This design comes from an exercise in tuning for small area, a short achievable clock period and few clock cycles on the open sky130 flow, not from production work.
Function was checked by simulation only, so behaviour that the tests miss may differ from the original.
Power is estimated from default activity; no workload was simulated.

[flow/config.mk]
export PLATFORM = sky130hd
export DESIGN_NAME = CONVCOR
export DESIGN_NICKNAME = CONVCOR
export VERILOG_FILES = /design/flow/design.v
export SDC_FILE = /design/flow/constraint.sdc
export NUM_CORES = 4
export LEC_CHECK = 0
export CAP_MARGIN = 20
export CORE_MARGIN = 2
export CORE_UTILIZATION = 70
export CTS_CLUSTER_SIZE = 30
export SLEW_MARGIN = 20
[flow/constraint.sdc]
create_clock -name core_clock -period 12.5 [get_ports {clk}]
set_input_delay 2.5000 -clock core_clock [delete_from_list [all_inputs] [get_ports {clk}]]
set_output_delay 2.5000 -clock core_clock [all_outputs]
set_load 0.01 [all_outputs]
[flow/design.v]
module CONVCOR(clk, rst_n, in_valid, in_a, in_b, in_mode, out_valid, out);
input clk, rst_n, in_valid, in_mode;
input [15:0] in_a, in_b;
output reg out_valid;
output reg signed [35:0] out;
reg m;
reg [3:0] cnt;
reg acc;
wire idle = (cnt == 4'd0);
wire mm = idle ? in_mode : m;
wire last = m ? (cnt == 4'd5) : (cnt == 4'd11);
wire [3:0] ncnt = idle ? {3'd0, in_valid} : (last ? 4'd0 : cnt + 4'd1);
reg [15:0] A1, A2, A3, B1, B2, B3;
wire shift = (cnt[3:2] == 2'b00) && (cnt[1:0] != 2'b11);
always @(posedge clk) begin
  A1 <= shift ? in_a : A3; A2 <= A1; A3 <= A2;
  B1 <= shift ? in_b : B3; B2 <= B1; B3 <= B2;
end
reg [2:0] nax, nay;
reg npx, npy, nacc, nvalid;
always @(*) begin
  nax = 3'b000; nay = 3'b000; npx = 1'b1; npy = 1'b1; nacc = 1'b0; nvalid = 1'b0;
  if (m) begin
    nacc = (cnt == 4'd1) || (cnt == 4'd2);
    nvalid = (cnt == 4'd4);
  end else begin
    case (cnt)
      4'd1: begin npx = 1'b0; npy = 1'b0; nax = 3'b001; nay = 3'b010; end
      4'd2: begin npx = 1'b0; npy = 1'b0; nax = 3'b100; nay = 3'b001; end
      4'd3: begin npx = 1'b0; npy = 1'b0; nax = 3'b100; nay = 3'b100; end
      4'd4: begin npx = 1'b0; npy = 1'b0; nax = 3'b100; nay = 3'b010; end
      4'd5: begin npx = 1'b0; npy = 1'b0; nax = 3'b010; nay = 3'b001; end
      4'd6: begin npx = 1'b0; npy = 1'b0; nax = 3'b010; nay = 3'b100; end
      4'd7: begin npx = 1'b0; npy = 1'b0; nax = 3'b100; nay = 3'b100; end
      default: ;
    endcase
    nacc = (cnt == 4'd2) || (cnt == 4'd4) || (cnt == 4'd5) || (cnt == 4'd7);
    nvalid = (cnt == 4'd2) || (cnt == 4'd4) || (cnt == 4'd7) || (cnt == 4'd9) || (cnt == 4'd10);
  end
  if (idle) begin
    nax = 3'b000; nay = 3'b000; npx = 1'b1; npy = 1'b1; nacc = 1'b0; nvalid = 1'b0;
  end
end
reg [2:0] ax, ay;
reg px, py;
always @(posedge clk) begin
  if (!rst_n) begin
    px <= 1'b1; py <= 1'b1; ax <= 3'b000; ay <= 3'b000;
  end else if (idle) begin
    px <= 1'b1; py <= 1'b1; ax <= 3'b000; ay <= 3'b000;
    if (in_valid && !in_mode) begin px <= 1'b0; ax <= 3'b001; end
  end else begin
    px <= npx; py <= npy; ax <= nax; ay <= nay;
  end
end
wire [15:0] sx = ({16{ax[0]}} & A1) | ({16{ax[1]}} & A2) | ({16{ax[2]}} & A3);
wire [15:0] sy = ({16{ay[0]}} & B1) | ({16{ay[1]}} & B2) | ({16{ay[2]}} & B3);
function [11:0] benc(input [7:0] y);    
  integer k;
  reg ym;
  begin
    for (k = 0; k < 4; k = k + 1) begin
      ym = (k == 0) ? 1'b0 : y[2*k-1];
      benc[k] = y[2*k] ^ ym;
      benc[4+k] = (y[2*k+1] & ~y[2*k] & ~ym) | (~y[2*k+1] & y[2*k] & ym);
      benc[8+k] = y[2*k+1];
    end
  end
endfunction
wire [11:0] er_pin = benc(in_b[15:8]), ei_pin = benc(in_b[7:0]);
wire [11:0] er_st = benc(sy[15:8]), ei_st = benc(sy[7:0]);
wire [11:0] ner = py ? er_pin : er_st;
wire [11:0] nei = py ? ei_pin : ei_st;
wire [15:0] nx = px ? in_a : sx;
reg [7:0] xr, xi;
reg [3:0] r_one, r_two, r_neg, i_one, i_two, i_nre, i_nim;
always @(posedge clk) begin
  xr <= nx[15:8]; xi <= nx[7:0];
  r_one <= ner[3:0]; r_two <= ner[7:4]; r_neg <= ner[11:8];
  i_one <= nei[3:0]; i_two <= nei[7:4];
  i_nre <= nei[11:8] ^ {4{~mm}};
  i_nim <= nei[11:8] ^ {4{mm}};
end
always @(posedge clk) begin
  if (!rst_n) begin
    cnt <= 4'd0;
    out_valid <= 1'b0;
    acc <= 1'b0;
  end else begin
    cnt <= ncnt;
    m <= mm;
    out_valid <= nvalid;
    acc <= nacc;
  end
end
reg [17:0] cre0, cre1, cim0, cim1;
reg acc2;
wire prr_p0_0 = (r_one[0] & xr[0]) ^ r_neg[0];
wire prr_p0_1 = ((r_one[0] & xr[1]) | (r_two[0] & xr[0])) ^ r_neg[0];
wire prr_p0_2 = ((r_one[0] & xr[2]) | (r_two[0] & xr[1])) ^ r_neg[0];
wire prr_p0_3 = ((r_one[0] & xr[3]) | (r_two[0] & xr[2])) ^ r_neg[0];
wire prr_p0_4 = ((r_one[0] & xr[4]) | (r_two[0] & xr[3])) ^ r_neg[0];
wire prr_p0_5 = ((r_one[0] & xr[5]) | (r_two[0] & xr[4])) ^ r_neg[0];
wire prr_p0_6 = ((r_one[0] & xr[6]) | (r_two[0] & xr[5])) ^ r_neg[0];
wire prr_p0_7 = ((r_one[0] & xr[7]) | (r_two[0] & xr[6])) ^ r_neg[0];
wire prr_p0_8 = ((r_one[0] & xr[7]) | (r_two[0] & xr[7])) ^ r_neg[0];
wire prr_p1_0 = (r_one[1] & xr[0]) ^ r_neg[1];
wire prr_p1_1 = ((r_one[1] & xr[1]) | (r_two[1] & xr[0])) ^ r_neg[1];
wire prr_p1_2 = ((r_one[1] & xr[2]) | (r_two[1] & xr[1])) ^ r_neg[1];
wire prr_p1_3 = ((r_one[1] & xr[3]) | (r_two[1] & xr[2])) ^ r_neg[1];
wire prr_p1_4 = ((r_one[1] & xr[4]) | (r_two[1] & xr[3])) ^ r_neg[1];
wire prr_p1_5 = ((r_one[1] & xr[5]) | (r_two[1] & xr[4])) ^ r_neg[1];
wire prr_p1_6 = ((r_one[1] & xr[6]) | (r_two[1] & xr[5])) ^ r_neg[1];
wire prr_p1_7 = ((r_one[1] & xr[7]) | (r_two[1] & xr[6])) ^ r_neg[1];
wire prr_p1_8 = ((r_one[1] & xr[7]) | (r_two[1] & xr[7])) ^ r_neg[1];
wire prr_p2_0 = (r_one[2] & xr[0]) ^ r_neg[2];
wire prr_p2_1 = ((r_one[2] & xr[1]) | (r_two[2] & xr[0])) ^ r_neg[2];
wire prr_p2_2 = ((r_one[2] & xr[2]) | (r_two[2] & xr[1])) ^ r_neg[2];
wire prr_p2_3 = ((r_one[2] & xr[3]) | (r_two[2] & xr[2])) ^ r_neg[2];
wire prr_p2_4 = ((r_one[2] & xr[4]) | (r_two[2] & xr[3])) ^ r_neg[2];
wire prr_p2_5 = ((r_one[2] & xr[5]) | (r_two[2] & xr[4])) ^ r_neg[2];
wire prr_p2_6 = ((r_one[2] & xr[6]) | (r_two[2] & xr[5])) ^ r_neg[2];
wire prr_p2_7 = ((r_one[2] & xr[7]) | (r_two[2] & xr[6])) ^ r_neg[2];
wire prr_p2_8 = ((r_one[2] & xr[7]) | (r_two[2] & xr[7])) ^ r_neg[2];
wire prr_p3_0 = (r_one[3] & xr[0]) ^ r_neg[3];
wire prr_p3_1 = ((r_one[3] & xr[1]) | (r_two[3] & xr[0])) ^ r_neg[3];
wire prr_p3_2 = ((r_one[3] & xr[2]) | (r_two[3] & xr[1])) ^ r_neg[3];
wire prr_p3_3 = ((r_one[3] & xr[3]) | (r_two[3] & xr[2])) ^ r_neg[3];
wire prr_p3_4 = ((r_one[3] & xr[4]) | (r_two[3] & xr[3])) ^ r_neg[3];
wire prr_p3_5 = ((r_one[3] & xr[5]) | (r_two[3] & xr[4])) ^ r_neg[3];
wire prr_p3_6 = ((r_one[3] & xr[6]) | (r_two[3] & xr[5])) ^ r_neg[3];
wire prr_p3_7 = ((r_one[3] & xr[7]) | (r_two[3] & xr[6])) ^ r_neg[3];
wire prr_p3_8 = ((r_one[3] & xr[7]) | (r_two[3] & xr[7])) ^ r_neg[3];
wire pii_p0_0 = (i_one[0] & xi[0]) ^ i_nre[0];
wire pii_p0_1 = ((i_one[0] & xi[1]) | (i_two[0] & xi[0])) ^ i_nre[0];
wire pii_p0_2 = ((i_one[0] & xi[2]) | (i_two[0] & xi[1])) ^ i_nre[0];
wire pii_p0_3 = ((i_one[0] & xi[3]) | (i_two[0] & xi[2])) ^ i_nre[0];
wire pii_p0_4 = ((i_one[0] & xi[4]) | (i_two[0] & xi[3])) ^ i_nre[0];
wire pii_p0_5 = ((i_one[0] & xi[5]) | (i_two[0] & xi[4])) ^ i_nre[0];
wire pii_p0_6 = ((i_one[0] & xi[6]) | (i_two[0] & xi[5])) ^ i_nre[0];
wire pii_p0_7 = ((i_one[0] & xi[7]) | (i_two[0] & xi[6])) ^ i_nre[0];
wire pii_p0_8 = ((i_one[0] & xi[7]) | (i_two[0] & xi[7])) ^ i_nre[0];
wire pii_p1_0 = (i_one[1] & xi[0]) ^ i_nre[1];
wire pii_p1_1 = ((i_one[1] & xi[1]) | (i_two[1] & xi[0])) ^ i_nre[1];
wire pii_p1_2 = ((i_one[1] & xi[2]) | (i_two[1] & xi[1])) ^ i_nre[1];
wire pii_p1_3 = ((i_one[1] & xi[3]) | (i_two[1] & xi[2])) ^ i_nre[1];
wire pii_p1_4 = ((i_one[1] & xi[4]) | (i_two[1] & xi[3])) ^ i_nre[1];
wire pii_p1_5 = ((i_one[1] & xi[5]) | (i_two[1] & xi[4])) ^ i_nre[1];
wire pii_p1_6 = ((i_one[1] & xi[6]) | (i_two[1] & xi[5])) ^ i_nre[1];
wire pii_p1_7 = ((i_one[1] & xi[7]) | (i_two[1] & xi[6])) ^ i_nre[1];
wire pii_p1_8 = ((i_one[1] & xi[7]) | (i_two[1] & xi[7])) ^ i_nre[1];
wire pii_p2_0 = (i_one[2] & xi[0]) ^ i_nre[2];
wire pii_p2_1 = ((i_one[2] & xi[1]) | (i_two[2] & xi[0])) ^ i_nre[2];
wire pii_p2_2 = ((i_one[2] & xi[2]) | (i_two[2] & xi[1])) ^ i_nre[2];
wire pii_p2_3 = ((i_one[2] & xi[3]) | (i_two[2] & xi[2])) ^ i_nre[2];
wire pii_p2_4 = ((i_one[2] & xi[4]) | (i_two[2] & xi[3])) ^ i_nre[2];
wire pii_p2_5 = ((i_one[2] & xi[5]) | (i_two[2] & xi[4])) ^ i_nre[2];
wire pii_p2_6 = ((i_one[2] & xi[6]) | (i_two[2] & xi[5])) ^ i_nre[2];
wire pii_p2_7 = ((i_one[2] & xi[7]) | (i_two[2] & xi[6])) ^ i_nre[2];
wire pii_p2_8 = ((i_one[2] & xi[7]) | (i_two[2] & xi[7])) ^ i_nre[2];
wire pii_p3_0 = (i_one[3] & xi[0]) ^ i_nre[3];
wire pii_p3_1 = ((i_one[3] & xi[1]) | (i_two[3] & xi[0])) ^ i_nre[3];
wire pii_p3_2 = ((i_one[3] & xi[2]) | (i_two[3] & xi[1])) ^ i_nre[3];
wire pii_p3_3 = ((i_one[3] & xi[3]) | (i_two[3] & xi[2])) ^ i_nre[3];
wire pii_p3_4 = ((i_one[3] & xi[4]) | (i_two[3] & xi[3])) ^ i_nre[3];
wire pii_p3_5 = ((i_one[3] & xi[5]) | (i_two[3] & xi[4])) ^ i_nre[3];
wire pii_p3_6 = ((i_one[3] & xi[6]) | (i_two[3] & xi[5])) ^ i_nre[3];
wire pii_p3_7 = ((i_one[3] & xi[7]) | (i_two[3] & xi[6])) ^ i_nre[3];
wire pii_p3_8 = ((i_one[3] & xi[7]) | (i_two[3] & xi[7])) ^ i_nre[3];
wire pri_p0_0 = (i_one[0] & xr[0]) ^ i_nim[0];
wire pri_p0_1 = ((i_one[0] & xr[1]) | (i_two[0] & xr[0])) ^ i_nim[0];
wire pri_p0_2 = ((i_one[0] & xr[2]) | (i_two[0] & xr[1])) ^ i_nim[0];
wire pri_p0_3 = ((i_one[0] & xr[3]) | (i_two[0] & xr[2])) ^ i_nim[0];
wire pri_p0_4 = ((i_one[0] & xr[4]) | (i_two[0] & xr[3])) ^ i_nim[0];
wire pri_p0_5 = ((i_one[0] & xr[5]) | (i_two[0] & xr[4])) ^ i_nim[0];
wire pri_p0_6 = ((i_one[0] & xr[6]) | (i_two[0] & xr[5])) ^ i_nim[0];
wire pri_p0_7 = ((i_one[0] & xr[7]) | (i_two[0] & xr[6])) ^ i_nim[0];
wire pri_p0_8 = ((i_one[0] & xr[7]) | (i_two[0] & xr[7])) ^ i_nim[0];
wire pri_p1_0 = (i_one[1] & xr[0]) ^ i_nim[1];
wire pri_p1_1 = ((i_one[1] & xr[1]) | (i_two[1] & xr[0])) ^ i_nim[1];
wire pri_p1_2 = ((i_one[1] & xr[2]) | (i_two[1] & xr[1])) ^ i_nim[1];
wire pri_p1_3 = ((i_one[1] & xr[3]) | (i_two[1] & xr[2])) ^ i_nim[1];
wire pri_p1_4 = ((i_one[1] & xr[4]) | (i_two[1] & xr[3])) ^ i_nim[1];
wire pri_p1_5 = ((i_one[1] & xr[5]) | (i_two[1] & xr[4])) ^ i_nim[1];
wire pri_p1_6 = ((i_one[1] & xr[6]) | (i_two[1] & xr[5])) ^ i_nim[1];
wire pri_p1_7 = ((i_one[1] & xr[7]) | (i_two[1] & xr[6])) ^ i_nim[1];
wire pri_p1_8 = ((i_one[1] & xr[7]) | (i_two[1] & xr[7])) ^ i_nim[1];
wire pri_p2_0 = (i_one[2] & xr[0]) ^ i_nim[2];
wire pri_p2_1 = ((i_one[2] & xr[1]) | (i_two[2] & xr[0])) ^ i_nim[2];
wire pri_p2_2 = ((i_one[2] & xr[2]) | (i_two[2] & xr[1])) ^ i_nim[2];
wire pri_p2_3 = ((i_one[2] & xr[3]) | (i_two[2] & xr[2])) ^ i_nim[2];
wire pri_p2_4 = ((i_one[2] & xr[4]) | (i_two[2] & xr[3])) ^ i_nim[2];
wire pri_p2_5 = ((i_one[2] & xr[5]) | (i_two[2] & xr[4])) ^ i_nim[2];
wire pri_p2_6 = ((i_one[2] & xr[6]) | (i_two[2] & xr[5])) ^ i_nim[2];
wire pri_p2_7 = ((i_one[2] & xr[7]) | (i_two[2] & xr[6])) ^ i_nim[2];
wire pri_p2_8 = ((i_one[2] & xr[7]) | (i_two[2] & xr[7])) ^ i_nim[2];
wire pri_p3_0 = (i_one[3] & xr[0]) ^ i_nim[3];
wire pri_p3_1 = ((i_one[3] & xr[1]) | (i_two[3] & xr[0])) ^ i_nim[3];
wire pri_p3_2 = ((i_one[3] & xr[2]) | (i_two[3] & xr[1])) ^ i_nim[3];
wire pri_p3_3 = ((i_one[3] & xr[3]) | (i_two[3] & xr[2])) ^ i_nim[3];
wire pri_p3_4 = ((i_one[3] & xr[4]) | (i_two[3] & xr[3])) ^ i_nim[3];
wire pri_p3_5 = ((i_one[3] & xr[5]) | (i_two[3] & xr[4])) ^ i_nim[3];
wire pri_p3_6 = ((i_one[3] & xr[6]) | (i_two[3] & xr[5])) ^ i_nim[3];
wire pri_p3_7 = ((i_one[3] & xr[7]) | (i_two[3] & xr[6])) ^ i_nim[3];
wire pri_p3_8 = ((i_one[3] & xr[7]) | (i_two[3] & xr[7])) ^ i_nim[3];
wire pir_p0_0 = (r_one[0] & xi[0]) ^ r_neg[0];
wire pir_p0_1 = ((r_one[0] & xi[1]) | (r_two[0] & xi[0])) ^ r_neg[0];
wire pir_p0_2 = ((r_one[0] & xi[2]) | (r_two[0] & xi[1])) ^ r_neg[0];
wire pir_p0_3 = ((r_one[0] & xi[3]) | (r_two[0] & xi[2])) ^ r_neg[0];
wire pir_p0_4 = ((r_one[0] & xi[4]) | (r_two[0] & xi[3])) ^ r_neg[0];
wire pir_p0_5 = ((r_one[0] & xi[5]) | (r_two[0] & xi[4])) ^ r_neg[0];
wire pir_p0_6 = ((r_one[0] & xi[6]) | (r_two[0] & xi[5])) ^ r_neg[0];
wire pir_p0_7 = ((r_one[0] & xi[7]) | (r_two[0] & xi[6])) ^ r_neg[0];
wire pir_p0_8 = ((r_one[0] & xi[7]) | (r_two[0] & xi[7])) ^ r_neg[0];
wire pir_p1_0 = (r_one[1] & xi[0]) ^ r_neg[1];
wire pir_p1_1 = ((r_one[1] & xi[1]) | (r_two[1] & xi[0])) ^ r_neg[1];
wire pir_p1_2 = ((r_one[1] & xi[2]) | (r_two[1] & xi[1])) ^ r_neg[1];
wire pir_p1_3 = ((r_one[1] & xi[3]) | (r_two[1] & xi[2])) ^ r_neg[1];
wire pir_p1_4 = ((r_one[1] & xi[4]) | (r_two[1] & xi[3])) ^ r_neg[1];
wire pir_p1_5 = ((r_one[1] & xi[5]) | (r_two[1] & xi[4])) ^ r_neg[1];
wire pir_p1_6 = ((r_one[1] & xi[6]) | (r_two[1] & xi[5])) ^ r_neg[1];
wire pir_p1_7 = ((r_one[1] & xi[7]) | (r_two[1] & xi[6])) ^ r_neg[1];
wire pir_p1_8 = ((r_one[1] & xi[7]) | (r_two[1] & xi[7])) ^ r_neg[1];
wire pir_p2_0 = (r_one[2] & xi[0]) ^ r_neg[2];
wire pir_p2_1 = ((r_one[2] & xi[1]) | (r_two[2] & xi[0])) ^ r_neg[2];
wire pir_p2_2 = ((r_one[2] & xi[2]) | (r_two[2] & xi[1])) ^ r_neg[2];
wire pir_p2_3 = ((r_one[2] & xi[3]) | (r_two[2] & xi[2])) ^ r_neg[2];
wire pir_p2_4 = ((r_one[2] & xi[4]) | (r_two[2] & xi[3])) ^ r_neg[2];
wire pir_p2_5 = ((r_one[2] & xi[5]) | (r_two[2] & xi[4])) ^ r_neg[2];
wire pir_p2_6 = ((r_one[2] & xi[6]) | (r_two[2] & xi[5])) ^ r_neg[2];
wire pir_p2_7 = ((r_one[2] & xi[7]) | (r_two[2] & xi[6])) ^ r_neg[2];
wire pir_p2_8 = ((r_one[2] & xi[7]) | (r_two[2] & xi[7])) ^ r_neg[2];
wire pir_p3_0 = (r_one[3] & xi[0]) ^ r_neg[3];
wire pir_p3_1 = ((r_one[3] & xi[1]) | (r_two[3] & xi[0])) ^ r_neg[3];
wire pir_p3_2 = ((r_one[3] & xi[2]) | (r_two[3] & xi[1])) ^ r_neg[3];
wire pir_p3_3 = ((r_one[3] & xi[3]) | (r_two[3] & xi[2])) ^ r_neg[3];
wire pir_p3_4 = ((r_one[3] & xi[4]) | (r_two[3] & xi[3])) ^ r_neg[3];
wire pir_p3_5 = ((r_one[3] & xi[5]) | (r_two[3] & xi[4])) ^ r_neg[3];
wire pir_p3_6 = ((r_one[3] & xi[6]) | (r_two[3] & xi[5])) ^ r_neg[3];
wire pir_p3_7 = ((r_one[3] & xi[7]) | (r_two[3] & xi[6])) ^ r_neg[3];
wire pir_p3_8 = ((r_one[3] & xi[7]) | (r_two[3] & xi[7])) ^ r_neg[3];
wire tre_w1 = prr_p0_6 ^ prr_p1_4;
wire tre_w2 = prr_p0_6 & prr_p1_4;
wire tre_w3 = prr_p0_4 ^ prr_p1_2 ^ prr_p2_0;
wire tre_w4 = (prr_p0_4 & prr_p1_2) | (prr_p0_4 & prr_p2_0) | (prr_p1_2 & prr_p2_0);
wire tre_w5 = prr_p0_5 ^ prr_p1_3;
wire tre_w6 = prr_p0_5 & prr_p1_3;
wire tre_w7 = tre_w1 ^ prr_p2_2 ^ prr_p3_0;
wire tre_w8 = (tre_w1 & prr_p2_2) | (tre_w1 & prr_p3_0) | (prr_p2_2 & prr_p3_0);
wire tre_w9 = r_neg[3] ^ pii_p0_6 ^ pii_p1_4;
wire tre_w10 = (r_neg[3] & pii_p0_6) | (r_neg[3] & pii_p1_4) | (pii_p0_6 & pii_p1_4);
wire tre_w11 = tre_w2 ^ prr_p0_7 ^ prr_p1_5;
wire tre_w12 = (tre_w2 & prr_p0_7) | (tre_w2 & prr_p1_5) | (prr_p0_7 & prr_p1_5);
wire tre_w13 = prr_p2_3 ^ prr_p3_1 ^ pii_p0_7;
wire tre_w14 = (prr_p2_3 & prr_p3_1) | (prr_p2_3 & pii_p0_7) | (prr_p3_1 & pii_p0_7);
wire tre_w15 = pii_p1_5 ^ pii_p2_3;
wire tre_w16 = pii_p1_5 & pii_p2_3;
wire tre_w17 = ~(prr_p0_8) ^ prr_p1_6 ^ prr_p2_4;
wire tre_w18 = (~(prr_p0_8) & prr_p1_6) | (~(prr_p0_8) & prr_p2_4) | (prr_p1_6 & prr_p2_4);
wire tre_w19 = prr_p3_2 ^ ~(pii_p0_8) ^ pii_p1_6;
wire tre_w20 = (prr_p3_2 & ~(pii_p0_8)) | (prr_p3_2 & pii_p1_6) | (~(pii_p0_8) & pii_p1_6);
wire tre_w21 = pii_p2_4 ^ pii_p3_2;
wire tre_w22 = pii_p2_4 & pii_p3_2;
wire tre_w23 = prr_p1_7 ^ prr_p2_5 ^ prr_p3_3;
wire tre_w24 = (prr_p1_7 & prr_p2_5) | (prr_p1_7 & prr_p3_3) | (prr_p2_5 & prr_p3_3);
wire tre_w25 = pii_p1_7 ^ pii_p2_5 ^ pii_p3_3;
wire tre_w26 = (pii_p1_7 & pii_p2_5) | (pii_p1_7 & pii_p3_3) | (pii_p2_5 & pii_p3_3);
wire tre_w27 = ~(prr_p1_8) ^ prr_p2_6 ^ prr_p3_4;
wire tre_w28 = (~(prr_p1_8) & prr_p2_6) | (~(prr_p1_8) & prr_p3_4) | (prr_p2_6 & prr_p3_4);
wire tre_w29 = ~(pii_p1_8) ^ pii_p2_6;
wire tre_w30 = ~(pii_p1_8) & pii_p2_6;
wire tre_w31 = prr_p0_2 ^ prr_p1_0 ^ r_neg[1];
wire tre_w32 = (prr_p0_2 & prr_p1_0) | (prr_p0_2 & r_neg[1]) | (prr_p1_0 & r_neg[1]);
wire tre_w33 = prr_p0_3 ^ prr_p1_1;
wire tre_w34 = prr_p0_3 & prr_p1_1;
wire tre_w35 = tre_w3 ^ r_neg[2] ^ pii_p0_4;
wire tre_w36 = (tre_w3 & r_neg[2]) | (tre_w3 & pii_p0_4) | (r_neg[2] & pii_p0_4);
wire tre_w37 = pii_p1_2 ^ pii_p2_0;
wire tre_w38 = pii_p1_2 & pii_p2_0;
wire tre_w39 = tre_w4 ^ tre_w5 ^ prr_p2_1;
wire tre_w40 = (tre_w4 & tre_w5) | (tre_w4 & prr_p2_1) | (tre_w5 & prr_p2_1);
wire tre_w41 = pii_p0_5 ^ pii_p1_3 ^ pii_p2_1;
wire tre_w42 = (pii_p0_5 & pii_p1_3) | (pii_p0_5 & pii_p2_1) | (pii_p1_3 & pii_p2_1);
wire tre_w43 = tre_w6 ^ tre_w7 ^ tre_w9;
wire tre_w44 = (tre_w6 & tre_w7) | (tre_w6 & tre_w9) | (tre_w7 & tre_w9);
wire tre_w45 = pii_p2_2 ^ pii_p3_0 ^ i_nre[3];
wire tre_w46 = (pii_p2_2 & pii_p3_0) | (pii_p2_2 & i_nre[3]) | (pii_p3_0 & i_nre[3]);
wire tre_w47 = tre_w8 ^ tre_w10 ^ tre_w11;
wire tre_w48 = (tre_w8 & tre_w10) | (tre_w8 & tre_w11) | (tre_w10 & tre_w11);
wire tre_w49 = tre_w13 ^ tre_w15 ^ pii_p3_1;
wire tre_w50 = (tre_w13 & tre_w15) | (tre_w13 & pii_p3_1) | (tre_w15 & pii_p3_1);
wire tre_w51 = tre_w12 ^ tre_w14 ^ tre_w16;
wire tre_w52 = (tre_w12 & tre_w14) | (tre_w12 & tre_w16) | (tre_w14 & tre_w16);
wire tre_w53 = tre_w17 ^ tre_w19 ^ tre_w21;
wire tre_w54 = (tre_w17 & tre_w19) | (tre_w17 & tre_w21) | (tre_w19 & tre_w21);
wire tre_w55 = tre_w18 ^ tre_w20 ^ tre_w22;
wire tre_w56 = (tre_w18 & tre_w20) | (tre_w18 & tre_w22) | (tre_w20 & tre_w22);
wire tre_w57 = tre_w23 ^ tre_w25 ^ 1'b1;
wire tre_w58 = (tre_w23 & tre_w25) | (tre_w23 & 1'b1) | (tre_w25 & 1'b1);
wire tre_w59 = tre_w24 ^ tre_w26 ^ tre_w27;
wire tre_w60 = (tre_w24 & tre_w26) | (tre_w24 & tre_w27) | (tre_w26 & tre_w27);
wire tre_w61 = tre_w29 ^ pii_p3_4 ^ 1'b1;
wire tre_w62 = (tre_w29 & pii_p3_4) | (tre_w29 & 1'b1) | (pii_p3_4 & 1'b1);
wire tre_w63 = tre_w28 ^ tre_w30 ^ prr_p2_7;
wire tre_w64 = (tre_w28 & tre_w30) | (tre_w28 & prr_p2_7) | (tre_w30 & prr_p2_7);
wire tre_w65 = prr_p3_5 ^ pii_p2_7 ^ pii_p3_5;
wire tre_w66 = (prr_p3_5 & pii_p2_7) | (prr_p3_5 & pii_p3_5) | (pii_p2_7 & pii_p3_5);
wire tre_w67 = ~(prr_p2_8) ^ prr_p3_6 ^ ~(pii_p2_8);
wire tre_w68 = (~(prr_p2_8) & prr_p3_6) | (~(prr_p2_8) & ~(pii_p2_8)) | (prr_p3_6 & ~(pii_p2_8));
wire tre_w69 = pii_p3_6 ^ 1'b1;
wire tre_w70 = pii_p3_6 & 1'b1;
wire tre_w71 = prr_p0_0 ^ r_neg[0];
wire tre_w72 = prr_p0_0 & r_neg[0];
wire tre_w73 = tre_w31 ^ pii_p0_2;
wire tre_w74 = tre_w31 & pii_p0_2;
wire tre_w75 = tre_w32 ^ tre_w33 ^ pii_p0_3;
wire tre_w76 = (tre_w32 & tre_w33) | (tre_w32 & pii_p0_3) | (tre_w33 & pii_p0_3);
wire tre_w77 = tre_w34 ^ tre_w35 ^ tre_w37;
wire tre_w78 = (tre_w34 & tre_w35) | (tre_w34 & tre_w37) | (tre_w35 & tre_w37);
wire tre_w79 = tre_w36 ^ tre_w38 ^ tre_w39;
wire tre_w80 = (tre_w36 & tre_w38) | (tre_w36 & tre_w39) | (tre_w38 & tre_w39);
wire tre_w81 = tre_w40 ^ tre_w42 ^ tre_w43;
wire tre_w82 = (tre_w40 & tre_w42) | (tre_w40 & tre_w43) | (tre_w42 & tre_w43);
wire tre_w83 = tre_w44 ^ tre_w46 ^ tre_w47;
wire tre_w84 = (tre_w44 & tre_w46) | (tre_w44 & tre_w47) | (tre_w46 & tre_w47);
wire tre_w85 = tre_w48 ^ tre_w50 ^ tre_w51;
wire tre_w86 = (tre_w48 & tre_w50) | (tre_w48 & tre_w51) | (tre_w50 & tre_w51);
wire tre_w87 = tre_w52 ^ tre_w54 ^ tre_w55;
wire tre_w88 = (tre_w52 & tre_w54) | (tre_w52 & tre_w55) | (tre_w54 & tre_w55);
wire tre_w89 = tre_w56 ^ tre_w58 ^ tre_w59;
wire tre_w90 = (tre_w56 & tre_w58) | (tre_w56 & tre_w59) | (tre_w58 & tre_w59);
wire tre_w91 = tre_w60 ^ tre_w62 ^ tre_w63;
wire tre_w92 = (tre_w60 & tre_w62) | (tre_w60 & tre_w63) | (tre_w62 & tre_w63);
wire tre_w93 = tre_w64 ^ tre_w66 ^ tre_w67;
wire tre_w94 = (tre_w64 & tre_w66) | (tre_w64 & tre_w67) | (tre_w66 & tre_w67);
wire tre_w95 = tre_w68 ^ tre_w70 ^ prr_p3_7;
wire tre_w96 = (tre_w68 & tre_w70) | (tre_w68 & prr_p3_7) | (tre_w70 & prr_p3_7);
wire tre_w97 = ~(prr_p3_8) ^ ~(pii_p3_8);
wire tre_w98 = ~(prr_p3_8) & ~(pii_p3_8);
wire tre_w99 = tre_w71 ^ pii_p0_0;
wire tre_w100 = tre_w71 & pii_p0_0;
wire tre_w101 = tre_w72 ^ prr_p0_1 ^ pii_p0_1;
wire tre_w102 = (tre_w72 & prr_p0_1) | (tre_w72 & pii_p0_1) | (prr_p0_1 & pii_p0_1);
wire tre_w103 = tre_w73 ^ pii_p1_0 ^ i_nre[1];
wire tre_w104 = (tre_w73 & pii_p1_0) | (tre_w73 & i_nre[1]) | (pii_p1_0 & i_nre[1]);
wire tre_w105 = tre_w74 ^ tre_w75 ^ pii_p1_1;
wire tre_w106 = (tre_w74 & tre_w75) | (tre_w74 & pii_p1_1) | (tre_w75 & pii_p1_1);
wire tre_w107 = tre_w76 ^ tre_w77 ^ i_nre[2];
wire tre_w108 = (tre_w76 & tre_w77) | (tre_w76 & i_nre[2]) | (tre_w77 & i_nre[2]);
wire tre_w109 = tre_w78 ^ tre_w79 ^ tre_w41;
wire tre_w110 = (tre_w78 & tre_w79) | (tre_w78 & tre_w41) | (tre_w79 & tre_w41);
wire tre_w111 = tre_w80 ^ tre_w81 ^ tre_w45;
wire tre_w112 = (tre_w80 & tre_w81) | (tre_w80 & tre_w45) | (tre_w81 & tre_w45);
wire tre_w113 = tre_w82 ^ tre_w83 ^ tre_w49;
wire tre_w114 = (tre_w82 & tre_w83) | (tre_w82 & tre_w49) | (tre_w83 & tre_w49);
wire tre_w115 = tre_w84 ^ tre_w85 ^ tre_w53;
wire tre_w116 = (tre_w84 & tre_w85) | (tre_w84 & tre_w53) | (tre_w85 & tre_w53);
wire tre_w117 = tre_w86 ^ tre_w87 ^ tre_w57;
wire tre_w118 = (tre_w86 & tre_w87) | (tre_w86 & tre_w57) | (tre_w87 & tre_w57);
wire tre_w119 = tre_w88 ^ tre_w89 ^ tre_w61;
wire tre_w120 = (tre_w88 & tre_w89) | (tre_w88 & tre_w61) | (tre_w89 & tre_w61);
wire tre_w121 = tre_w90 ^ tre_w91 ^ tre_w65;
wire tre_w122 = (tre_w90 & tre_w91) | (tre_w90 & tre_w65) | (tre_w91 & tre_w65);
wire tre_w123 = tre_w92 ^ tre_w93 ^ tre_w69;
wire tre_w124 = (tre_w92 & tre_w93) | (tre_w92 & tre_w69) | (tre_w93 & tre_w69);
wire tre_w125 = tre_w94 ^ tre_w95 ^ pii_p3_7;
wire tre_w126 = (tre_w94 & tre_w95) | (tre_w94 & pii_p3_7) | (tre_w95 & pii_p3_7);
wire tre_w127 = tre_w96 ^ tre_w97 ^ 1'b1;
wire tre_w128 = (tre_w96 & tre_w97) | (tre_w96 & 1'b1) | (tre_w97 & 1'b1);
wire [17:0] tre_r0 = {1'b1, 1'b1, tre_w128, tre_w126, tre_w124, tre_w122, tre_w120, tre_w118, tre_w116, tre_w114, tre_w112, tre_w110, tre_w108, tre_w106, tre_w104, tre_w102, tre_w100, tre_w99};
wire [17:0] tre_r1 = {1'b0, 1'b0, tre_w98, tre_w127, tre_w125, tre_w123, tre_w121, tre_w119, tre_w117, tre_w115, tre_w113, tre_w111, tre_w109, tre_w107, tre_w105, tre_w103, tre_w101, i_nre[0]};
wire tim_w1 = pri_p0_6 ^ pri_p1_4;
wire tim_w2 = pri_p0_6 & pri_p1_4;
wire tim_w3 = pri_p0_4 ^ pri_p1_2 ^ pri_p2_0;
wire tim_w4 = (pri_p0_4 & pri_p1_2) | (pri_p0_4 & pri_p2_0) | (pri_p1_2 & pri_p2_0);
wire tim_w5 = pri_p0_5 ^ pri_p1_3;
wire tim_w6 = pri_p0_5 & pri_p1_3;
wire tim_w7 = tim_w1 ^ pri_p2_2 ^ pri_p3_0;
wire tim_w8 = (tim_w1 & pri_p2_2) | (tim_w1 & pri_p3_0) | (pri_p2_2 & pri_p3_0);
wire tim_w9 = i_nim[3] ^ pir_p0_6 ^ pir_p1_4;
wire tim_w10 = (i_nim[3] & pir_p0_6) | (i_nim[3] & pir_p1_4) | (pir_p0_6 & pir_p1_4);
wire tim_w11 = tim_w2 ^ pri_p0_7 ^ pri_p1_5;
wire tim_w12 = (tim_w2 & pri_p0_7) | (tim_w2 & pri_p1_5) | (pri_p0_7 & pri_p1_5);
wire tim_w13 = pri_p2_3 ^ pri_p3_1 ^ pir_p0_7;
wire tim_w14 = (pri_p2_3 & pri_p3_1) | (pri_p2_3 & pir_p0_7) | (pri_p3_1 & pir_p0_7);
wire tim_w15 = pir_p1_5 ^ pir_p2_3;
wire tim_w16 = pir_p1_5 & pir_p2_3;
wire tim_w17 = ~(pri_p0_8) ^ pri_p1_6 ^ pri_p2_4;
wire tim_w18 = (~(pri_p0_8) & pri_p1_6) | (~(pri_p0_8) & pri_p2_4) | (pri_p1_6 & pri_p2_4);
wire tim_w19 = pri_p3_2 ^ ~(pir_p0_8) ^ pir_p1_6;
wire tim_w20 = (pri_p3_2 & ~(pir_p0_8)) | (pri_p3_2 & pir_p1_6) | (~(pir_p0_8) & pir_p1_6);
wire tim_w21 = pir_p2_4 ^ pir_p3_2;
wire tim_w22 = pir_p2_4 & pir_p3_2;
wire tim_w23 = pri_p1_7 ^ pri_p2_5 ^ pri_p3_3;
wire tim_w24 = (pri_p1_7 & pri_p2_5) | (pri_p1_7 & pri_p3_3) | (pri_p2_5 & pri_p3_3);
wire tim_w25 = pir_p1_7 ^ pir_p2_5 ^ pir_p3_3;
wire tim_w26 = (pir_p1_7 & pir_p2_5) | (pir_p1_7 & pir_p3_3) | (pir_p2_5 & pir_p3_3);
wire tim_w27 = ~(pri_p1_8) ^ pri_p2_6 ^ pri_p3_4;
wire tim_w28 = (~(pri_p1_8) & pri_p2_6) | (~(pri_p1_8) & pri_p3_4) | (pri_p2_6 & pri_p3_4);
wire tim_w29 = ~(pir_p1_8) ^ pir_p2_6;
wire tim_w30 = ~(pir_p1_8) & pir_p2_6;
wire tim_w31 = pri_p0_2 ^ pri_p1_0 ^ i_nim[1];
wire tim_w32 = (pri_p0_2 & pri_p1_0) | (pri_p0_2 & i_nim[1]) | (pri_p1_0 & i_nim[1]);
wire tim_w33 = pri_p0_3 ^ pri_p1_1;
wire tim_w34 = pri_p0_3 & pri_p1_1;
wire tim_w35 = tim_w3 ^ i_nim[2] ^ pir_p0_4;
wire tim_w36 = (tim_w3 & i_nim[2]) | (tim_w3 & pir_p0_4) | (i_nim[2] & pir_p0_4);
wire tim_w37 = pir_p1_2 ^ pir_p2_0;
wire tim_w38 = pir_p1_2 & pir_p2_0;
wire tim_w39 = tim_w4 ^ tim_w5 ^ pri_p2_1;
wire tim_w40 = (tim_w4 & tim_w5) | (tim_w4 & pri_p2_1) | (tim_w5 & pri_p2_1);
wire tim_w41 = pir_p0_5 ^ pir_p1_3 ^ pir_p2_1;
wire tim_w42 = (pir_p0_5 & pir_p1_3) | (pir_p0_5 & pir_p2_1) | (pir_p1_3 & pir_p2_1);
wire tim_w43 = tim_w6 ^ tim_w7 ^ tim_w9;
wire tim_w44 = (tim_w6 & tim_w7) | (tim_w6 & tim_w9) | (tim_w7 & tim_w9);
wire tim_w45 = pir_p2_2 ^ pir_p3_0 ^ r_neg[3];
wire tim_w46 = (pir_p2_2 & pir_p3_0) | (pir_p2_2 & r_neg[3]) | (pir_p3_0 & r_neg[3]);
wire tim_w47 = tim_w8 ^ tim_w10 ^ tim_w11;
wire tim_w48 = (tim_w8 & tim_w10) | (tim_w8 & tim_w11) | (tim_w10 & tim_w11);
wire tim_w49 = tim_w13 ^ tim_w15 ^ pir_p3_1;
wire tim_w50 = (tim_w13 & tim_w15) | (tim_w13 & pir_p3_1) | (tim_w15 & pir_p3_1);
wire tim_w51 = tim_w12 ^ tim_w14 ^ tim_w16;
wire tim_w52 = (tim_w12 & tim_w14) | (tim_w12 & tim_w16) | (tim_w14 & tim_w16);
wire tim_w53 = tim_w17 ^ tim_w19 ^ tim_w21;
wire tim_w54 = (tim_w17 & tim_w19) | (tim_w17 & tim_w21) | (tim_w19 & tim_w21);
wire tim_w55 = tim_w18 ^ tim_w20 ^ tim_w22;
wire tim_w56 = (tim_w18 & tim_w20) | (tim_w18 & tim_w22) | (tim_w20 & tim_w22);
wire tim_w57 = tim_w23 ^ tim_w25 ^ 1'b1;
wire tim_w58 = (tim_w23 & tim_w25) | (tim_w23 & 1'b1) | (tim_w25 & 1'b1);
wire tim_w59 = tim_w24 ^ tim_w26 ^ tim_w27;
wire tim_w60 = (tim_w24 & tim_w26) | (tim_w24 & tim_w27) | (tim_w26 & tim_w27);
wire tim_w61 = tim_w29 ^ pir_p3_4 ^ 1'b1;
wire tim_w62 = (tim_w29 & pir_p3_4) | (tim_w29 & 1'b1) | (pir_p3_4 & 1'b1);
wire tim_w63 = tim_w28 ^ tim_w30 ^ pri_p2_7;
wire tim_w64 = (tim_w28 & tim_w30) | (tim_w28 & pri_p2_7) | (tim_w30 & pri_p2_7);
wire tim_w65 = pri_p3_5 ^ pir_p2_7 ^ pir_p3_5;
wire tim_w66 = (pri_p3_5 & pir_p2_7) | (pri_p3_5 & pir_p3_5) | (pir_p2_7 & pir_p3_5);
wire tim_w67 = ~(pri_p2_8) ^ pri_p3_6 ^ ~(pir_p2_8);
wire tim_w68 = (~(pri_p2_8) & pri_p3_6) | (~(pri_p2_8) & ~(pir_p2_8)) | (pri_p3_6 & ~(pir_p2_8));
wire tim_w69 = pir_p3_6 ^ 1'b1;
wire tim_w70 = pir_p3_6 & 1'b1;
wire tim_w71 = pri_p0_0 ^ i_nim[0];
wire tim_w72 = pri_p0_0 & i_nim[0];
wire tim_w73 = tim_w31 ^ pir_p0_2;
wire tim_w74 = tim_w31 & pir_p0_2;
wire tim_w75 = tim_w32 ^ tim_w33 ^ pir_p0_3;
wire tim_w76 = (tim_w32 & tim_w33) | (tim_w32 & pir_p0_3) | (tim_w33 & pir_p0_3);
wire tim_w77 = tim_w34 ^ tim_w35 ^ tim_w37;
wire tim_w78 = (tim_w34 & tim_w35) | (tim_w34 & tim_w37) | (tim_w35 & tim_w37);
wire tim_w79 = tim_w36 ^ tim_w38 ^ tim_w39;
wire tim_w80 = (tim_w36 & tim_w38) | (tim_w36 & tim_w39) | (tim_w38 & tim_w39);
wire tim_w81 = tim_w40 ^ tim_w42 ^ tim_w43;
wire tim_w82 = (tim_w40 & tim_w42) | (tim_w40 & tim_w43) | (tim_w42 & tim_w43);
wire tim_w83 = tim_w44 ^ tim_w46 ^ tim_w47;
wire tim_w84 = (tim_w44 & tim_w46) | (tim_w44 & tim_w47) | (tim_w46 & tim_w47);
wire tim_w85 = tim_w48 ^ tim_w50 ^ tim_w51;
wire tim_w86 = (tim_w48 & tim_w50) | (tim_w48 & tim_w51) | (tim_w50 & tim_w51);
wire tim_w87 = tim_w52 ^ tim_w54 ^ tim_w55;
wire tim_w88 = (tim_w52 & tim_w54) | (tim_w52 & tim_w55) | (tim_w54 & tim_w55);
wire tim_w89 = tim_w56 ^ tim_w58 ^ tim_w59;
wire tim_w90 = (tim_w56 & tim_w58) | (tim_w56 & tim_w59) | (tim_w58 & tim_w59);
wire tim_w91 = tim_w60 ^ tim_w62 ^ tim_w63;
wire tim_w92 = (tim_w60 & tim_w62) | (tim_w60 & tim_w63) | (tim_w62 & tim_w63);
wire tim_w93 = tim_w64 ^ tim_w66 ^ tim_w67;
wire tim_w94 = (tim_w64 & tim_w66) | (tim_w64 & tim_w67) | (tim_w66 & tim_w67);
wire tim_w95 = tim_w68 ^ tim_w70 ^ pri_p3_7;
wire tim_w96 = (tim_w68 & tim_w70) | (tim_w68 & pri_p3_7) | (tim_w70 & pri_p3_7);
wire tim_w97 = ~(pri_p3_8) ^ ~(pir_p3_8);
wire tim_w98 = ~(pri_p3_8) & ~(pir_p3_8);
wire tim_w99 = tim_w71 ^ pir_p0_0;
wire tim_w100 = tim_w71 & pir_p0_0;
wire tim_w101 = tim_w72 ^ pri_p0_1 ^ pir_p0_1;
wire tim_w102 = (tim_w72 & pri_p0_1) | (tim_w72 & pir_p0_1) | (pri_p0_1 & pir_p0_1);
wire tim_w103 = tim_w73 ^ pir_p1_0 ^ r_neg[1];
wire tim_w104 = (tim_w73 & pir_p1_0) | (tim_w73 & r_neg[1]) | (pir_p1_0 & r_neg[1]);
wire tim_w105 = tim_w74 ^ tim_w75 ^ pir_p1_1;
wire tim_w106 = (tim_w74 & tim_w75) | (tim_w74 & pir_p1_1) | (tim_w75 & pir_p1_1);
wire tim_w107 = tim_w76 ^ tim_w77 ^ r_neg[2];
wire tim_w108 = (tim_w76 & tim_w77) | (tim_w76 & r_neg[2]) | (tim_w77 & r_neg[2]);
wire tim_w109 = tim_w78 ^ tim_w79 ^ tim_w41;
wire tim_w110 = (tim_w78 & tim_w79) | (tim_w78 & tim_w41) | (tim_w79 & tim_w41);
wire tim_w111 = tim_w80 ^ tim_w81 ^ tim_w45;
wire tim_w112 = (tim_w80 & tim_w81) | (tim_w80 & tim_w45) | (tim_w81 & tim_w45);
wire tim_w113 = tim_w82 ^ tim_w83 ^ tim_w49;
wire tim_w114 = (tim_w82 & tim_w83) | (tim_w82 & tim_w49) | (tim_w83 & tim_w49);
wire tim_w115 = tim_w84 ^ tim_w85 ^ tim_w53;
wire tim_w116 = (tim_w84 & tim_w85) | (tim_w84 & tim_w53) | (tim_w85 & tim_w53);
wire tim_w117 = tim_w86 ^ tim_w87 ^ tim_w57;
wire tim_w118 = (tim_w86 & tim_w87) | (tim_w86 & tim_w57) | (tim_w87 & tim_w57);
wire tim_w119 = tim_w88 ^ tim_w89 ^ tim_w61;
wire tim_w120 = (tim_w88 & tim_w89) | (tim_w88 & tim_w61) | (tim_w89 & tim_w61);
wire tim_w121 = tim_w90 ^ tim_w91 ^ tim_w65;
wire tim_w122 = (tim_w90 & tim_w91) | (tim_w90 & tim_w65) | (tim_w91 & tim_w65);
wire tim_w123 = tim_w92 ^ tim_w93 ^ tim_w69;
wire tim_w124 = (tim_w92 & tim_w93) | (tim_w92 & tim_w69) | (tim_w93 & tim_w69);
wire tim_w125 = tim_w94 ^ tim_w95 ^ pir_p3_7;
wire tim_w126 = (tim_w94 & tim_w95) | (tim_w94 & pir_p3_7) | (tim_w95 & pir_p3_7);
wire tim_w127 = tim_w96 ^ tim_w97 ^ 1'b1;
wire tim_w128 = (tim_w96 & tim_w97) | (tim_w96 & 1'b1) | (tim_w97 & 1'b1);
wire [17:0] tim_r0 = {1'b1, 1'b1, tim_w128, tim_w126, tim_w124, tim_w122, tim_w120, tim_w118, tim_w116, tim_w114, tim_w112, tim_w110, tim_w108, tim_w106, tim_w104, tim_w102, tim_w100, tim_w99};
wire [17:0] tim_r1 = {1'b0, 1'b0, tim_w98, tim_w127, tim_w125, tim_w123, tim_w121, tim_w119, tim_w117, tim_w115, tim_w113, tim_w111, tim_w109, tim_w107, tim_w105, tim_w103, tim_w101, r_neg[0]};
always @(posedge clk) begin
  cre0 <= tre_r0; cre1 <= tre_r1;
  cim0 <= tim_r0; cim1 <= tim_r1;
  acc2 <= acc;
end
wire [17:0] are = acc2 ? out[35:18] : 18'd0;
wire [17:0] aim = acc2 ? out[17:0] : 18'd0;
wire [17:0] sre = cre0 + cre1 + are;
wire [17:0] sim = cim0 + cim1 + aim;
always @(posedge clk) out <= {sre, sim};
endmodule
[flow/flow/run.sh]
#!/bin/bash
set -euo pipefail
bash standard.sh SETUP_SLACK_MARGIN=9 finish > standard_flow.log 2>&1
[flow/standard.sh]
#!/bin/bash
# synth_recipe.tcl (not shown) runs the flow's synth.tcl, then flattens the netlist and writes it again
# the make line also repeats each setting of config.mk as NAME=value (left out here)
make -C /OpenROAD-flow-scripts/flow DESIGN_CONFIG=/design/flow/config.mk WORK_HOME=/design/flow/orfs CLKGATE_MAP_FILE= SYNTH_SCRIPT=/design/flow/synth_recipe.tcl "${@:-finish}"
==> results of run 1 <==
[metal layers]
metal / global-route usage / up-vias / routed length, um
met5: 0 / - / 15
met3: 0.0454 / 78 / 2500
li1: - / 4780 / -
met4: 0.0919 / 2 / 935
met2: 0.497 / 454 / 15600
met1: 0.406 / 5081 / 13700
[cell type report]
class | count | area [sq um] | area share
clock buffers | 36 | 727 | 0.0442
clock inverters | 10 | 124 | 0.00754
inverters | 148 | 556 | 0.0338
multi-input cells | 912 | 8570 | 0.522
flip-flops and latches | 256 | 5240 | 0.319
well taps | 270 | 338 | 0.0206
repair buffers | 85 | 882 | 0.0537
[worst min path at each step]
| stage | start | endpoint | slack (ns) | cells past startpoint |
|---|---|---|---|---|
| final | acc | acc2 | 0.34 | 0 |
| after global routing | acc | acc2 | 0.34 | 0 |
| after CTS | B2[7] | B3[7] | 0.35 | 0 |
| after detailed placement | acc | acc2 | 0.31 | 0 |
| after global placement | acc | acc2 | 0.31 | 0 |
| after floorplan | acc | acc2 | 0.31 | 0 |
[per-stage QoR]
stage / utilization / hold slack [ns] / std cells / worst slack (ns) / cell area [sq um]
finish: 0.807 / 0.337 / 1717 / 9.02 / 16400
global placement: 0.755 / 0.311 / 1666 / 8.69 / 15400
CTS: 0.793 / 0.348 / 1713 / 8.91 / 16200
floorplan: - / 0.310 / 1413 / 8.94 / 14600
global route: 0.807 / 0.345 / 1717 / 8.97 / 16400
detailed placement: 0.755 / 0.312 / 1666 / 8.64 / 15400
[power breakdown]
part	switching [uW]	internal (uW)	leakage (uW)
clock	319	449	0.000415
combinational	1200	1050	0.00463
sequential	195	1090	0.00216
total	1710	2580	0.00720
[state kept, by name (all words and copies together), names as in the netlist, 3 cells and up]
register	count
i_nim	4
i_two	4
cre0	16
i_nre	4
A3	16
cnt	4
r_one	4
xr	8
r_two	4
cre1	16
A2	16
cim0	16
xi	8
ax	3
B1	16
B3	16
r_neg	4
i_one	4
out	36
A1	16
B2	16
cim1	16
ay	3
[worst register-to-register path, delay by kind of cell (launching register included)]
kind | cells | cell delay [ns]
AO/OA/AOI/OAI | 1 | 0.16
XOR/XNOR | 1 | 0.16
adder cells (fa/ha/maj) | 5 | 2.22
buffers and inverters | 4 | 0.20
flip-flops | 1 | 0.54
[cell usage in the layout (no fill, tap or decap), drive strengths merged, types with 45 or more instances in the layout]
| cell | synthesis | final |
|---|---|---|
| dfxtp | 255 | 255 |
| inv | 148 | 149 |
| fa | 126 | 126 |
| xnor2 | 119 | 119 |
| a22oi | 118 | 118 |
| xor2 | 66 | 66 |
| nand2 | 64 | 64 |
| ha | 62 | 62 |
| buf | 7 | 49 |
| a21oi | 45 | 45 |
| o21ai | 45 | 45 |
[logic make-up (layout without fill, tap and decap cells)]
kind of cell	Yosys count	count (layout)	synth area share
multiplexers	65	65	0.0478
buffers and inverters	245	279	0.0632
adder cells (fa/ha/maj)	188	188	0.226
XOR/XNOR	185	185	0.111
flip-flops	256	256	0.351
AND/OR/NAND/NOR	193	193	0.0658
AO/OA/AOI/OAI	281	281	0.136
[repair_timing]
action / in CTS / in global routing
pin swaps: 0 / 2
resized for setup: 196 / 65
buffers inserted: 1 / 3
gates cloned: 0 / 1
endpoints found under the setup margin: 49 / 50
==> results_dict.tcl, run 1 <==
set metrics [dict create \
    outcome "timing/DRC/antenna clean" \
    num_rows 52 \
    yosys-top-cells-area "dfxtp_1 (35%), fa_1 (17%), xnor2_1 (7.1%)" \
    p_leak_uw 0.00720 \
    start_kind "flip-flop" \
    wl_um 32800 \
    path_cells "buf_6" \
    rsz0062_at_grt "true" \
    power_density_nw_per_um2 261 \
    fin_crit_sh 0.279 \
    critical_path_depth 1 \
    critPathBufInv 1 \
    syn_avg_cell_area_sq_um 10.3 \
    required_ns 10.00 \
    area_growth_pct 12.4 \
    drt-initial-drc-count 881 \
    firstDrtPassIters 7 \
    crit_arrival_ns 0.98 \
    fp.dieH_um 149 \
    gp_congestion 0.871 \
    core_area_sq_um 20400 \
    power_uw 4300 \
    start_util 0.718 \
    netlist_top_cells_count "dfxtp_1 (255), inv_1 (148), fa_1 (126)" \
    r2r_end "cim1[6]" \
    htreeDepth 1 \
    netlist-cell-type-count 58 \
    reg2reg_from "i_two[0]" \
    num_vias 10400 \
    yosysMostFrequentCell "dfxtp_1" \
    routedWlPerCell_um 19.1 \
    slowest_stage "dfxtp_2" \
    seq_area_frac_synth 0.351 \
    cts-root-buf "clkbuf_16" \
    hold_buffers 0 \
    period_needed_ns 3.48 \
    path_clk_slew_ns 0.06 \
    cp-startpoint "out[28]" \
    yosysTopAreaCellShare 0.349 \
    worst_pin_slew_ns 0.989 \
    path_class "flip-flop to output port" \
    io_pins 73 \
    hold_violations 0 \
    num-fill-cells 1253 \
    fin_nets 1652 \
    synth_edf_count 1 \
    cts_tree "built" \
    cp_max_fo 2 \
    cp_top_family "flip-flops" \
    syn_area_sq_um 14600 \
    finClkSkew_ns 0.0203 \
    worst_setup_path_end_kind "output port" \
    setup_viol 0 \
    ir_worst_vdd_mv 0.120 \
    grt_pass1_wl_um 53200 \
    critical-path-max-stage-delay_ns 0.33 \
    drc_errors 0 \
    antenna_found_initial 1 \
    io_buffers 72 \
    maxCapViolCount 0 \
    synth-seq-cells 256 \
    synth_ff_type "dfxtp_1" \
    layout-drive-gt1-share 0.140 \
    ys_warn_count 1 \
    die_area_sq_um 22100 \
    clkSinkCount 256 \
    setup_tns_ns 0 \
    drtAntennaViolNets 0 \
    overflow 0 \
    synthCells 1413 \
    worstSkewPairLatency_ns 0.54 \
    grt_usage 0.299 \
    cts_buffer_depth 3 \
    grt_max_degree 39 \
    routed_via_density 6.05 \
    grt_pass1_vias 10600 \
    report.final.slew_viol_count 0 \
    die_w_um 149 \
    synthArstFlopShare 0 \
    relSlewSlack 0.340 \
    n_antenna_cell 0 \
    synth_nets 1637 \
    yosysTopAreaCell "dfxtp_1" \
    min_path_type "flip-flop to flip-flop" \
    cts_made_buffers 25 \
    dp_hpwl_um 21800 \
    r2r_setup_slack_ns 9.09 \
    fmax_ghz 0.287 \
    endpoint "out[28]" \
    reg2reg_depth 11 \
]
Testbench counts, summed over its fixed seeds: cycles 14,544.
==> run 2: changes to the inputs <==
--- a/flow/config.mk
+++ b/flow/config.mk
@@ -8,5 +8,4 @@
 export CAP_MARGIN = 20
 export CORE_MARGIN = 2
-export CORE_UTILIZATION = 70
-export CTS_CLUSTER_SIZE = 30
+export CORE_UTILIZATION = 40
 export SLEW_MARGIN = 20
==> results_dict.tcl, run 2 <==
set metrics [dict create \
    fin_crit_sh 0.282 \
    yosysTopAreaCellShare 0.349 \
    die_w_um 195 \
    drc_errors 0 \
    worst_pin_slew_ns 1.01 \
    synth-seq-cells 256 \
    yosysMostFrequentCell "dfxtp_1" \
    die_area_sq_um 38100 \
    cts_tree "built" \
    num-fill-cells 3410 \
    finClkSkew_ns 0.00955 \
    yosysTopAreaCell "dfxtp_1" \
    synth_nets 1637 \
    start_util 0.403 \
    worstSkewPairLatency_ns 0.56 \
    synthArstFlopShare 0 \
    grt_pass1_vias 10400 \
    largest_reg_flops 36 \
    slowest_stage "dfxtp_2" \
    period_needed_ns 3.52 \
    cts_made_buffers 28 \
    cts-root-buf "clkbuf_16" \
    critPathBufInv 1 \
    syn_area_sq_um 14600 \
    fp.dieH_um 195 \
    path_class "flip-flop to output port" \
    seq_area_frac_synth 0.351 \
    num_vias 10100 \
    top_register "out" \
    layout_common_cells "dfxtp_1 (189), inv_1 (148), fa_1 (124)" \
    io_pins 73 \
    regArea_sq_um 5250 \
    report.final.slew_viol_count 0 \
    dpl.cell_count 1866 \
    critical-path-max-stage-delay_ns 0.35 \
    layout_setup_ws_ns 8.98 \
    synth_edf_count 1 \
    wl_um 33100 \
    synth_ff_type "dfxtp_1" \
    place_ws_ns 8.61 \
    hold_buffers 0 \
    area_growth_pct 16.6 \
    fin_nets 1678 \
    drt-initial-drc-count 648 \
    overflow 0 \
    n_antenna_cell 0 \
    hold_violations 0 \
    htreeDepth 1 \
    rsz0062_at_grt "true" \
    netlist-cell-type-count 58 \
    start_kind "flip-flop" \
    drtAntennaViolNets 0 \
    path_clk_slew_ns 0.06 \
    clkSinkCount 256 \
    netlist_top_cells_count "dfxtp_1 (255), inv_1 (148), fa_1 (126)" \
    io_buffers 72 \
    routedWlPerCell_um 17.0 \
    setup_viol 0 \
    ir_worst_vdd_mv 0.127 \
    routed_via_density 5.18 \
    ys_warn_count 1 \
    min_path_type "flip-flop to flip-flop" \
    antenna_found_initial 0 \
    cp_max_fo 3 \
    setup_tns_ns 0 \
    gp_congestion 0.808 \
    layout_commonest_cell "dfxtp_1" \
    worst_setup_path_end_kind "output port" \
    yosys-top-cells-area "dfxtp_1 (35%), fa_1 (17%), xnor2_1 (7.1%)" \
    grt_usage 0.178 \
    synthCells 1413 \
    multiInputGateArea_sq_um 8590 \
    cp_top_family "flip-flops" \
    dp_hpwl_um 23000 \
    crit_arrival_ns 1.02 \
    grt_max_degree 39 \
    power_density_nw_per_um2 258 \
    fmax_ghz 0.284 \
    p_leak_uw 0.00738 \
    cts_buffer_depth 3 \
    core_area_sq_um 36300 \
    grt_pass1_wl_um 54900 \
    maxCapViolCount 0 \
    outcome "timing/DRC/antenna clean" \
    num_rows 70 \
    syn_avg_cell_area_sq_um 10.3 \
    required_ns 10.00 \
    relSlewSlack 0.325 \
    stdcell_count 1944 \
    firstDrtPassIters 5 \
    layout-drive-gt1-share 0.162 \
    path_cells "buf_6" \
]
-- run 2: stage by stage --
stage               utilization  hold slack (ns)  area (sq um)  power [uW]
floorplan                     -            0.310         14600        2870
global placement          0.431            0.312         15600        3430
detailed placement        0.431            0.314         15600        3480
CTS                       0.467            0.331         16900        4450
global route              0.470            0.339         17100        4880
finish                    0.470            0.325         17100        4400
-- run 2: final timing paths --
kind	start	end	slack [ns]	depth (start not counted)
max	out[16]	out[16]	8.98	1
min	acc	acc2	0.32	0
max reg2reg	acc2	out[35]	9.13	12
min reg2reg	acc	acc2	0.32	0
-- run 2: final cells by class --
type / instances / area share
flip-flops and latches: 256 / 0.308
clock inverters: 19 / 0.0141
clock buffers: 33 / 0.0445
repair buffers: 108 / 0.0630
well taps: 468 / 0.0343
multi-input cells: 912 / 0.504
inverters: 148 / 0.0326
-- run 2: where the power goes --
group	total (uW)	switching (uW)	internal, uW
clock network	872	351	521
logic	2270	1180	1080
registers	1270	181	1090
-- run 2: repair_timing --
| item | CTS | global route |
|---|---|---|
| resized for setup | 247 | 27 |
| buffers inserted | 16 | 9 |
| gates cloned | 1 | 0 |
| pin swaps | 2 | 5 |
| endpoints found under the setup margin | 46 | 51 |
-- run 2: layer usage --
metal / vias up / share of wire / wire [um] / track usage
met5: - / 0 / 0 / 0
met4: 0 / 0.027 / 889 / 0.0563
met3: 63 / 0.051 / 1710 / 0.0237
met2: 257 / 0.46 / 15300 / 0.296
met1: 4930 / 0.46 / 15200 / 0.241
li1: 4827 / - / - / -
-- run 2: kinds of logic after synthesis --
kind of cell,after synthesis,share of synthesized area
AOI/OAI and AO/OA,281,0.136
xor gates and xnor gates,185,0.111
adders and majority gates,188,0.226
buffers and inverters,245,0.0632
DFF,256,0.351
muxes,65,0.0478
and+or+nand+nor,193,0.0658
==> run 3: changes to the inputs <==
--- a/flow/config.mk
+++ b/flow/config.mk
@@ -8,4 +8,7 @@
 export CAP_MARGIN = 20
 export CORE_MARGIN = 2
-export CORE_UTILIZATION = 40
+export CORE_UTILIZATION = 75
+export CTS_BUF_LIST = sky130_fd_sc_hd__clkbuf_16
+export CTS_CLUSTER_DIAMETER = 100
+export CTS_CLUSTER_SIZE = 30
 export SLEW_MARGIN = 20
==> results_dict.tcl, run 3 <==
set metrics [dict create \
    outcome "timing/DRC/antenna clean" \
    netlist-cell-type-count 58 \
    holdWs_ns 0.344 \
    synth-simple-area-share 0.0658 \
    synthArstFlopShare 0 \
    cts_tree "built" \
    antenna_found_initial 0 \
    r2r_end "cim1[9]" \
    yosys-top-cells-area "dfxtp_1 (35%), fa_1 (17%), xnor2_1 (7.1%)" \
    start_kind "flip-flop" \
    drc_errors 0 \
    largest_reg_flops 36 \
    core_area_sq_um 19300 \
    path_clk_slew_ns 0.11 \
    grt_usage 0.313 \
    synthCells 1413 \
    routedWlPerCell_um 19.0 \
    n_antenna_cell 0 \
    critPathBufInv 1 \
    synth_xor_area_frac 0.111 \
    r2r_setup_slack_ns 9.08 \
    die_w_um 144 \
    critical-path-max-stage-delay_ns 0.35 \
    setup_viol 0 \
    hold_buffers 0 \
    relSlewSlack 0.317 \
    wl_um 32000 \
    crit_arrival_ns 0.97 \
    layout_commonest_cell "dfxtp_1" \
    cp_max_fo 2 \
    finClkSkew_ns 0.0274 \
    num_vias 10300 \
    cts-root-buf "clkbuf_16" \
    synth_edf_count 1 \
    grt_pass1_wl_um 50900 \
    reg2reg_depth 7 \
    report.final.slew_viol_count 0 \
    area_growth_pct 7.54 \
    fmax_ghz 0.288 \
    netlist_top_cells_count "dfxtp_1 (255), inv_1 (148), fa_1 (126)" \
    ys_warn_count 1 \
    synth_ff_type "dfxtp_1" \
    syn_area_sq_um 14600 \
    io_buffers 72 \
    grt_max_degree 39 \
    grt_pass1_vias 10400 \
    final_core_util 0.816 \
    reg2reg_from "xi[7]" \
    syn_avg_cell_area_sq_um 10.3 \
    yosysTopAreaCellShare 0.349 \
    worst_pin_slew_ns 1.02 \
    routed_via_density 6.11 \
    die_area_sq_um 20600 \
    fp.dieH_um 144 \
    synth_mux_area_frac 0.0478 \
    seq_area_frac_synth 0.351 \
    htreeDepth 1 \
    num_rows 51 \
    start_util 0.759 \
    endpoint "out[16]" \
    critical_path_depth 1 \
    clkSinkCount 256 \
    layout-drive-gt1-share 0.127 \
    cp_top_family "flip-flops" \
    power_uw 3900 \
    drt-initial-drc-count 931 \
    power_density_nw_per_um2 248 \
    period_needed_ns 3.47 \
    drtAntennaViolNets 0 \
    cts_made_buffers 12 \
    slowest_stage "dfxtp_2" \
    maxCapViolCount 0 \
    fin_area_sq_um 15700 \
    dp_hpwl_um 22300 \
    top_register "out" \
    setup_tns_ns 0 \
    fin_crit_sh 0.278 \
    path_cells "buf_2" \
    synth_compound_area_frac 0.136 \
    required_ns 10.00 \
    dpl-instance-area_sq_um 15400 \
    synth_top_family_by_area "adder cells" \
    synth_nets 1637 \
    p_leak_uw 0.00689 \
    io_pins 73 \
    yosysMostFrequentCell "dfxtp_1" \
    cts_buffer_depth 3 \
    rsz0062_at_grt "true" \
    synth_fa_ha_area_frac 0.226 \
    fin_nets 1640 \
    path_class "flip-flop to output port" \
    overflow 0 \
    worst_setup_path_end_kind "output port" \
    worstSkewPairLatency_ns 0.50 \
    min_path_type "flip-flop to flip-flop" \
    firstDrtPassIters 6 \
    hold_violations 0 \
    synth-seq-cells 256 \
    gp_congestion 0.906 \
    yosysTopAreaCell "dfxtp_1" \
    layout_common_cells "dfxtp_1 (186), inv_1 (149), fa_1 (126)" \
    ir_worst_vdd_mv 0.145 \
    cp-startpoint "out[16]" \
]
## run 3: cell counts after synthesis
Identical to the previous run, type by type.
## run 3: report_power, final
| group | switching (uW) | total [uW] | internal (uW) |
|---|---|---|---|
| sequential | 182 | 1260 | 1080 |
| clock | 252 | 432 | 180 |
| combinational | 1200 | 2200 | 1000 |
| total | 1630 | 3900 | 2260 |
## run 3: cells by family after synthesis
kind of cell | after synthesis
compound gates | 281
flops | 256
buf+inv | 245
simple gates | 193
fa+ha+maj | 188
xor+xnor | 185
mux | 65
## run 3: area by class of cell
cell class                      count  area, sq um
Sequential cell                   256         5250
Timing Repair Buffer               86          677
Clock inverter                      5         37.5
Tap cell                          265          332
Fill cell                        1231         3550
Clock buffer                       12          300
Multi-Input combinational cell    912         8570
Inverter                          148          556
## run 3: repair_timing
action | CTS | global route
endpoints found under the setup margin | 50 | 17
buffers inserted | 5 | 1
resized for setup | 206 | 29
cloned | 0 | 1
pin swaps | 0 | 2
## run 3: through the flow
step,worst slack (ns),instances
floorplan,8.94,1413
finish,9.03,1684
global route,8.96,1684
CTS,9.00,1682
global placement,8.72,1660
detailed placement,8.66,1660
## run 3: routing by layer
layer  track usage  part of all wire  vias to the layer above
met5             0                 0                        -
met3        0.0457             0.076                       84
met2         0.539              0.49                      466
met1         0.413              0.41                     5008
li1              -                 -                     4726
met4        0.0929             0.029                        0
## run 3: how the worst min path moves through the flow
stage                      start     end  cells past startpoint
after global routing         acc    acc2                      0
final                        acc    acc2                      0
after detailed placement     acc    acc2                      0
after floorplan              acc    acc2                      0
after CTS                 B2[13]  B3[13]                      0
after global placement       acc    acc2                      0

==> re-timing with driven ports <==
How much do the figures lean on ideal ports? The routed layouts below were timed once more, with nothing changed but the port constraints. Step 1: set_driving_cell puts a clkbuf_16 on clk and a buf_2 on each other input, an assumption about the parent block. Step 2 also shifts input and output timing later by t, the mid clock arrival at the registers, as if the neighbouring blocks saw the same clock. a / b / c = no drivers / after step 1 / after step 2; a / b = the first two.
run	shift t [ns]	slack for setup (ns)	worst setup path at the end	latest minus earliest clock arrival (ns)	cell pins on the clock port's net
run 1	0.582	9.015 / 8.966 / 8.629	input to register	0.021 / 0.022	1
run 2	0.612	8.978 / 8.925 / 8.621	input to register	0.010 / 0.010	1
run 3	0.538	9.029 / 8.981 / 8.617	input to register	0.028 / 0.027	1
After both steps setup and hold are still met in every run listed. The setup slack of run 3, which loses most, moves by -0.048 ns with the drivers and by -0.412 ns with both steps.
